From an optimization exercise on the open Yosys and OpenROAD flow, aimed at a short achievable clock period and few clock cycles; shortcuts taken in it are not production practice.
Power and IR drop assume default switching activity.

==> flow/design.v <==
module overture (
    input  wire       clk_i,
    input  wire       reset_i,
    input  wire [7:0] memory_data_i,
    output wire [7:0] memory_address_o,
    output wire [7:0] io_address_o,
    input  wire [7:0] io_data_read_i,
    output wire [7:0] io_data_write_o,
    output wire       io_data_write_enable_o,
    output wire       io_data_read_enable_o,
    output wire       cpu_halted_o
);
    reg [7:0] pc;
    reg [7:0] r0, r1, r2, r3, r4, r5, r6;
    reg       halted;
    reg [7:0] ir;          
    reg       ir_v;
    reg       ir_pred;     
    reg [7:0] ir_pc1;      
    reg [7:0] ir_srch;     
    reg       ir_bad;      
    reg       ir_r3;       
    reg [2:0] ir_jt;       
    reg [2:0] ir_jm;       
    reg [6:0] e_wen;       
    reg       e_alu;       
    reg       e_io;        
    reg [7:0] e_val;       
    reg       e_valz;      
    reg       e_valz_ok;   
    reg       e_ldi;       
    reg [5:0] e_imm;
    reg       e_add;       
    reg       e_sub;
    reg       e_shl;
    reg       e_shr;
    reg       e_log;
    reg [7:0] op_a;        
    reg [7:0] op_bx;       
    reg [7:0] op_b;        
    reg [2:0] e_op;
    reg [2:0] sh_n;        
    reg       re_q;
    reg       we_q;
    reg       bf_phase;    
    reg [7:0] io_addr_q;   
    reg [7:0] io_wdata_q;  
    reg [7:0] log_q;
    always @(*) begin
        case (e_op)
            3'b000:  log_q = op_a | op_b;
            3'b001:  log_q = ~(op_a & op_b);
            3'b010:  log_q = ~(op_a | op_b);
            3'b011:  log_q = op_a & op_b;
            default: log_q = op_a ^ op_b;
        endcase
    end
    wire [7:0] sum     = op_a + op_bx + {7'd0, e_sub};
    wire [7:0] shl_out = op_a << sh_n;
    wire [7:0] shr_out = op_a >> sh_n;
    wire [7:0] alu_out = ({8{e_add | e_sub}} & sum) |
                         ({8{e_shl}} & shl_out) |
                         ({8{e_shr}} & shr_out) |
                         ({8{e_log}} & log_q);
    wire [7:0] e_fval = e_ldi ? {2'b00, e_imm} : e_val;
    wire [7:0] e_wval = e_io ? io_data_read_i : e_fval;
    wire [7:0] n0 = e_wen[0] ? e_wval : r0;
    wire [7:0] n1 = e_wen[1] ? e_wval : r1;
    wire [7:0] n2 = e_wen[2] ? e_wval : r2;
    wire [7:0] n3 = e_alu ? alu_out : e_wen[3] ? e_wval : r3;
    wire [7:0] n4 = e_wen[4] ? e_wval : r4;
    wire [7:0] n5 = e_wen[5] ? e_wval : r5;
    wire [7:0] n6 = e_wen[6] ? e_wval : r6;
    wire [7:0] m0 = e_wen[0] ? e_fval : r0;
    wire [7:0] m1 = e_wen[1] ? e_fval : r1;
    wire [7:0] m2 = e_wen[2] ? e_fval : r2;
    wire [7:0] m3 = e_wen[3] ? e_fval : r3;
    wire [7:0] m4 = e_wen[4] ? e_fval : r4;
    wire [7:0] m5 = e_wen[5] ? e_fval : r5;
    wire [7:0] m6 = e_wen[6] ? e_fval : r6;
    wire [7:0] ins    = ir;
    wire [1:0] ty     = ins[7:6];
    wire [2:0] src    = ins[5:3];
    wire [2:0] dst    = ins[2:0];
    wire       bad    = ir_v && ir_bad;
    wire       is_ldi = (ty == 2'b00);
    wire       is_alu = (ty == 2'b01);             
    wire       is_cp  = (ty == 2'b10);
    wire       is_jmp = (ty == 2'b11);             
    wire       is_rd  = is_cp && (src == 3'b111);
    wire       is_wr  = is_cp && (dst == 3'b111);
    wire       is_bf  = is_rd && is_wr;
    wire       zero = e_wen[3] ? (e_ldi ? (e_imm == 6'd0) : e_valz) : (r3 == 8'd0);
    wire       neg  = m3[7];
    wire cond = zero ? ir_jt[0] : neg ? ir_jt[1] : ir_jt[2];
    wire e_r3_late = e_alu | (e_wen[3] & (e_io | (!e_ldi & !e_valz_ok)));
    wire jstall  = ir_r3 && e_r3_late;
    wire bf_rd   = is_bf && !bf_phase;
    wire issue   = ir_v && !halted && !bad && !jstall;
    wire pred     = memory_data_i[7:2] == 6'b110001 && !(ir_v && is_cp && dst == 3'd0);
    wire [7:0] pred_tgt = (ir_v && is_ldi) ? {2'b00, ir[5:0]} : n0;
    wire       f_bad = memory_data_i[6] && memory_data_i[5:3] != 3'd0;
    wire       f_jmp = memory_data_i[7:3] == 5'b11000;
    wire [2:0] f_cc  = memory_data_i[2:0];
    wire [2:0] f_jt  = {3{f_jmp}} & {
        f_cc == 3'b100 || f_cc == 3'b101 || f_cc == 3'b110 || f_cc == 3'b111,    
        f_cc == 3'b010 || f_cc == 3'b011 || f_cc == 3'b100 || f_cc == 3'b101,    
        f_cc == 3'b001 || f_cc == 3'b011 || f_cc == 3'b100 || f_cc == 3'b110};   
    wire mispredict = ir_v && (zero ? ir_jm[0] : neg ? ir_jm[1] : ir_jm[2]);
    wire hold    = halted || bad || (ir_v && (jstall || bf_rd));
    wire [7:0] src_m = ({8{ir_srch[0]}} & m0) | ({8{ir_srch[1]}} & m1) |
                       ({8{ir_srch[2]}} & m2) | ({8{ir_srch[3]}} & m3) |
                       ({8{ir_srch[4]}} & m4) | ({8{ir_srch[5]}} & m5) |
                       ({8{ir_srch[6]}} & m6);
    wire       src_e = |(ir_srch & {1'b1, e_wen});   
    wire fwd_io  = e_io && src_e;
    wire fwd_alu = e_alu && ir_srch[3];
    wire [7:0] src_val = fwd_io ? io_data_read_i : fwd_alu ? alu_out : src_m;
    reg [6:0] wen;
    always @(*) begin
        wen = 7'd0;
        if (is_ldi) wen[0] = 1'b1;
        if (is_alu) wen[3] = 1'b1;
        if (is_cp && dst != 3'b111) wen[dst] = 1'b1;
    end
    wire [3:0] amt = n2[3:0];
    wire [2:0] amt_neg = 3'd0 - amt[2:0];
    always @(posedge clk_i) begin
        if (reset_i) begin
            pc        <= 8'd0;
            halted    <= 1'b0;
            ir_v      <= 1'b0;
            r0 <= 8'd0; r1 <= 8'd0; r2 <= 8'd0; r3 <= 8'd0;
            r4 <= 8'd0; r5 <= 8'd0; r6 <= 8'd0;
            e_wen     <= 7'd0;
            e_alu     <= 1'b0;
            e_io      <= 1'b0;
            re_q      <= 1'b0;
            we_q      <= 1'b0;
            bf_phase  <= 1'b0;
        end else begin
            r0 <= n0; r1 <= n1; r2 <= n2; r3 <= n3;
            r4 <= n4; r5 <= n5; r6 <= n6;
            if (bad)
                halted <= 1'b1;
            if (!hold) begin
                if (mispredict) begin
                    pc   <= cond ? n0 : ir_pc1;
                    ir_v <= 1'b0;      
                end else begin
                    pc      <= pred ? pred_tgt : pc + 8'd1;
                    ir      <= memory_data_i;
                    ir_srch <= 8'd1 << memory_data_i[5:3];
                    ir_bad  <= f_bad;
                    ir_r3   <= f_jmp && memory_data_i[1:0] != 2'b00;
                    ir_jt   <= f_jt;
                    ir_jm   <= f_jt ^ {3{pred}};
                    ir_v    <= 1'b1;
                    ir_pred <= pred;
                    ir_pc1  <= pc + 8'd1;
                end
            end
            e_wen     <= issue ? wen : 7'd0;
            e_alu     <= issue && is_alu;
            e_io      <= issue && is_rd;
            re_q      <= issue && is_rd && !(is_bf && bf_phase);
            we_q      <= issue && is_wr && !bf_rd;
            bf_phase  <= issue && bf_rd;
        end
        e_val     <= src_val;
        e_valz    <= fwd_io ? (io_data_read_i == 8'd0) : (src_m == 8'd0);
        e_valz_ok <= !fwd_alu;
        e_ldi     <= is_ldi;
        e_imm     <= ins[5:0];
        e_add     <= dst == 3'b100;
        e_sub     <= dst == 3'b101;
        e_shl     <= dst == 3'b111 && !amt[3];
        e_shr     <= dst == 3'b111 && amt[3];
        e_log     <= dst[2] == 1'b0 || dst == 3'b110;
        sh_n      <= amt[3] ? amt_neg : amt[2:0];
        op_a      <= n1;
        op_bx     <= n2 ^ {8{dst == 3'b101}};
        op_b      <= n2;
        e_op      <= dst;
        io_addr_q <= n6;
        io_wdata_q <= src_val;
    end
    assign memory_address_o       = pc;
    assign io_address_o           = io_addr_q;
    assign io_data_write_o        = io_wdata_q;
    assign io_data_write_enable_o = we_q;
    assign io_data_read_enable_o  = re_q;
    assign cpu_halted_o           = halted;
endmodule
clock: 7.2 ns
lec_check: 0
abc_clock_period_in_ps: 2000
cap_margin: 20
core_margin: 2
core_utilization: 40
setup_slack_margin: 5
slew_margin: 20
run.sh (not shown) runs the stock make flow with config.mk's settings and CLKGATE_MAP_FILE= SYNTH_SCRIPT=/design/flow/synth_recipe.tcl, a recipe that flattens the netlist after the stock synthesis.
==> next run, changes <==
--- a/flow/design.v
+++ b/flow/design.v
@@ -35,28 +35,17 @@
     reg       e_shl;
     reg       e_shr;
     reg       e_log;
     reg [7:0] op_a;        
     reg [7:0] op_bx;       
-    reg [7:0] op_b;        
-    reg [2:0] e_op;
+    reg [7:0] log_q;       
     reg [2:0] sh_n;        
     reg       re_q;
     reg       we_q;
     reg       bf_phase;    
     reg [7:0] io_addr_q;   
     reg [7:0] io_wdata_q;  
-    reg [7:0] log_q;
-    always @(*) begin
-        case (e_op)
-            3'b000:  log_q = op_a | op_b;
-            3'b001:  log_q = ~(op_a & op_b);
-            3'b010:  log_q = ~(op_a | op_b);
-            3'b011:  log_q = op_a & op_b;
-            default: log_q = op_a ^ op_b;
-        endcase
-    end
     wire [7:0] sum     = op_a + op_bx + {7'd0, e_sub};
     wire [7:0] shl_out = op_a << sh_n;
     wire [7:0] shr_out = op_a >> sh_n;
     wire [7:0] alu_out = ({8{e_add | e_sub}} & sum) |
                          ({8{e_shl}} & shl_out) |
@@ -76,10 +65,15 @@
     wire [7:0] m2 = e_wen[2] ? e_fval : r2;
     wire [7:0] m3 = e_wen[3] ? e_fval : r3;
     wire [7:0] m4 = e_wen[4] ? e_fval : r4;
     wire [7:0] m5 = e_wen[5] ? e_fval : r5;
     wire [7:0] m6 = e_wen[6] ? e_fval : r6;
+    wire       zf = e_fval == 8'd0;
+    wire [6:0] mzv = {e_wen[6] ? zf : r6 == 8'd0, e_wen[5] ? zf : r5 == 8'd0,
+                      e_wen[4] ? zf : r4 == 8'd0, e_wen[3] ? zf : r3 == 8'd0,
+                      e_wen[2] ? zf : r2 == 8'd0, e_wen[1] ? zf : r1 == 8'd0,
+                      e_wen[0] ? zf : r0 == 8'd0};
     wire [7:0] ins    = ir;
     wire [1:0] ty     = ins[7:6];
     wire [2:0] src    = ins[5:3];
     wire [2:0] dst    = ins[2:0];
     wire       bad    = ir_v && ir_bad;
@@ -106,10 +100,12 @@
         f_cc == 3'b100 || f_cc == 3'b101 || f_cc == 3'b110 || f_cc == 3'b111,    
         f_cc == 3'b010 || f_cc == 3'b011 || f_cc == 3'b100 || f_cc == 3'b101,    
         f_cc == 3'b001 || f_cc == 3'b011 || f_cc == 3'b100 || f_cc == 3'b110};   
     wire mispredict = ir_v && (zero ? ir_jm[0] : neg ? ir_jm[1] : ir_jm[2]);
     wire hold    = halted || bad || (ir_v && (jstall || bf_rd));
+    wire [7:0] pc_seq  = hold ? pc : mispredict ? (cond ? n0 : ir_pc1) : pc + 8'd1;
+    wire [7:0] pc_next = (pred && !hold && !mispredict) ? pred_tgt : pc_seq;
     wire [7:0] src_m = ({8{ir_srch[0]}} & m0) | ({8{ir_srch[1]}} & m1) |
                        ({8{ir_srch[2]}} & m2) | ({8{ir_srch[3]}} & m3) |
                        ({8{ir_srch[4]}} & m4) | ({8{ir_srch[5]}} & m5) |
                        ({8{ir_srch[6]}} & m6);
     wire       src_e = |(ir_srch & {1'b1, e_wen});   
@@ -141,16 +137,15 @@
         end else begin
             r0 <= n0; r1 <= n1; r2 <= n2; r3 <= n3;
             r4 <= n4; r5 <= n5; r6 <= n6;
             if (bad)
                 halted <= 1'b1;
+            pc <= pc_next;
             if (!hold) begin
                 if (mispredict) begin
-                    pc   <= cond ? n0 : ir_pc1;
                     ir_v <= 1'b0;      
                 end else begin
-                    pc      <= pred ? pred_tgt : pc + 8'd1;
                     ir      <= memory_data_i;
                     ir_srch <= 8'd1 << memory_data_i[5:3];
                     ir_bad  <= f_bad;
                     ir_r3   <= f_jmp && memory_data_i[1:0] != 2'b00;
                     ir_jt   <= f_jt;
@@ -166,11 +161,11 @@
             re_q      <= issue && is_rd && !(is_bf && bf_phase);
             we_q      <= issue && is_wr && !bf_rd;
             bf_phase  <= issue && bf_rd;
         end
         e_val     <= src_val;
-        e_valz    <= fwd_io ? (io_data_read_i == 8'd0) : (src_m == 8'd0);
+        e_valz    <= fwd_io ? (io_data_read_i == 8'd0) : (ir_srch[6:0] & mzv) != 7'd0;
         e_valz_ok <= !fwd_alu;
         e_ldi     <= is_ldi;
         e_imm     <= ins[5:0];
         e_add     <= dst == 3'b100;
         e_sub     <= dst == 3'b101;
@@ -178,12 +173,17 @@
         e_shr     <= dst == 3'b111 && amt[3];
         e_log     <= dst[2] == 1'b0 || dst == 3'b110;
         sh_n      <= amt[3] ? amt_neg : amt[2:0];
         op_a      <= n1;
         op_bx     <= n2 ^ {8{dst == 3'b101}};
-        op_b      <= n2;
-        e_op      <= dst;
+        case (dst)
+            3'b000:  log_q <= n1 | n2;
+            3'b001:  log_q <= ~(n1 & n2);
+            3'b010:  log_q <= ~(n1 | n2);
+            3'b011:  log_q <= n1 & n2;
+            default: log_q <= n1 ^ n2;
+        endcase
         io_addr_q <= n6;
         io_wdata_q <= src_val;
     end
     assign memory_address_o       = pc;
     assign io_address_o           = io_addr_q;
What happened: Synthesized area came out lower by 0.33%. Via count came out higher by 5.8%. Setup slack loses 0.10 ns. Sequential power came out higher by about 20%. First-iteration DRC count came out higher by 59%. Final cell count came out higher by 2.0%. Synthesized cell count came out higher by 1.8%. Worst hold slack loses 0.037 ns. Clock power came out higher by 14%. Clock-buffer cell count came out lower by 3. Routed wire length came out higher by 8.3%. Die area came out lower by 0.32%. Combinational power came out higher by 130%.
Function was not checked in any run of this note: the RTL went through the layout flow alone.

-- separate check: timing with driven ports --
The flow's constraints put no driver on any port. The routed layouts listed below were extracted and timed again, unchanged, in two steps. Step 1: set_driving_cell puts a clkbuf_16 on clk_i and a buf_2 on each other input, an assumption about the parent block. Step 2 moves the port delays by t, midway between the first and last clock arrival at a register: inputs arrive t later, outputs are due t later. That takes back most of the time a late clock gives input paths. Slacks: ideal ports / drivers / drivers and shift; pairs: ideal ports / drivers.
| run | shift t [ns] | slack for setup (ns) | hold slack, ns | slew at the worst register clock pin (ns) | worst slew at a driven data input, ns |
|---|---|---|---|---|---|
| the first run | 0.463 | 4.735 / 4.740 / 4.277 | 0.479 / 0.479 / 0.479 | 0.07 / 0.07 | 0.06 |
| the second run | 0.471 | 4.631 / 4.639 / 4.169 | 0.442 / 0.442 / 0.442 | 0.07 / 0.07 | 0.06 |
After both steps setup and hold are still met in every run listed. The setup slack of the second run, which loses most, moves by +0.008 ns with the drivers and by -0.462 ns with both steps.
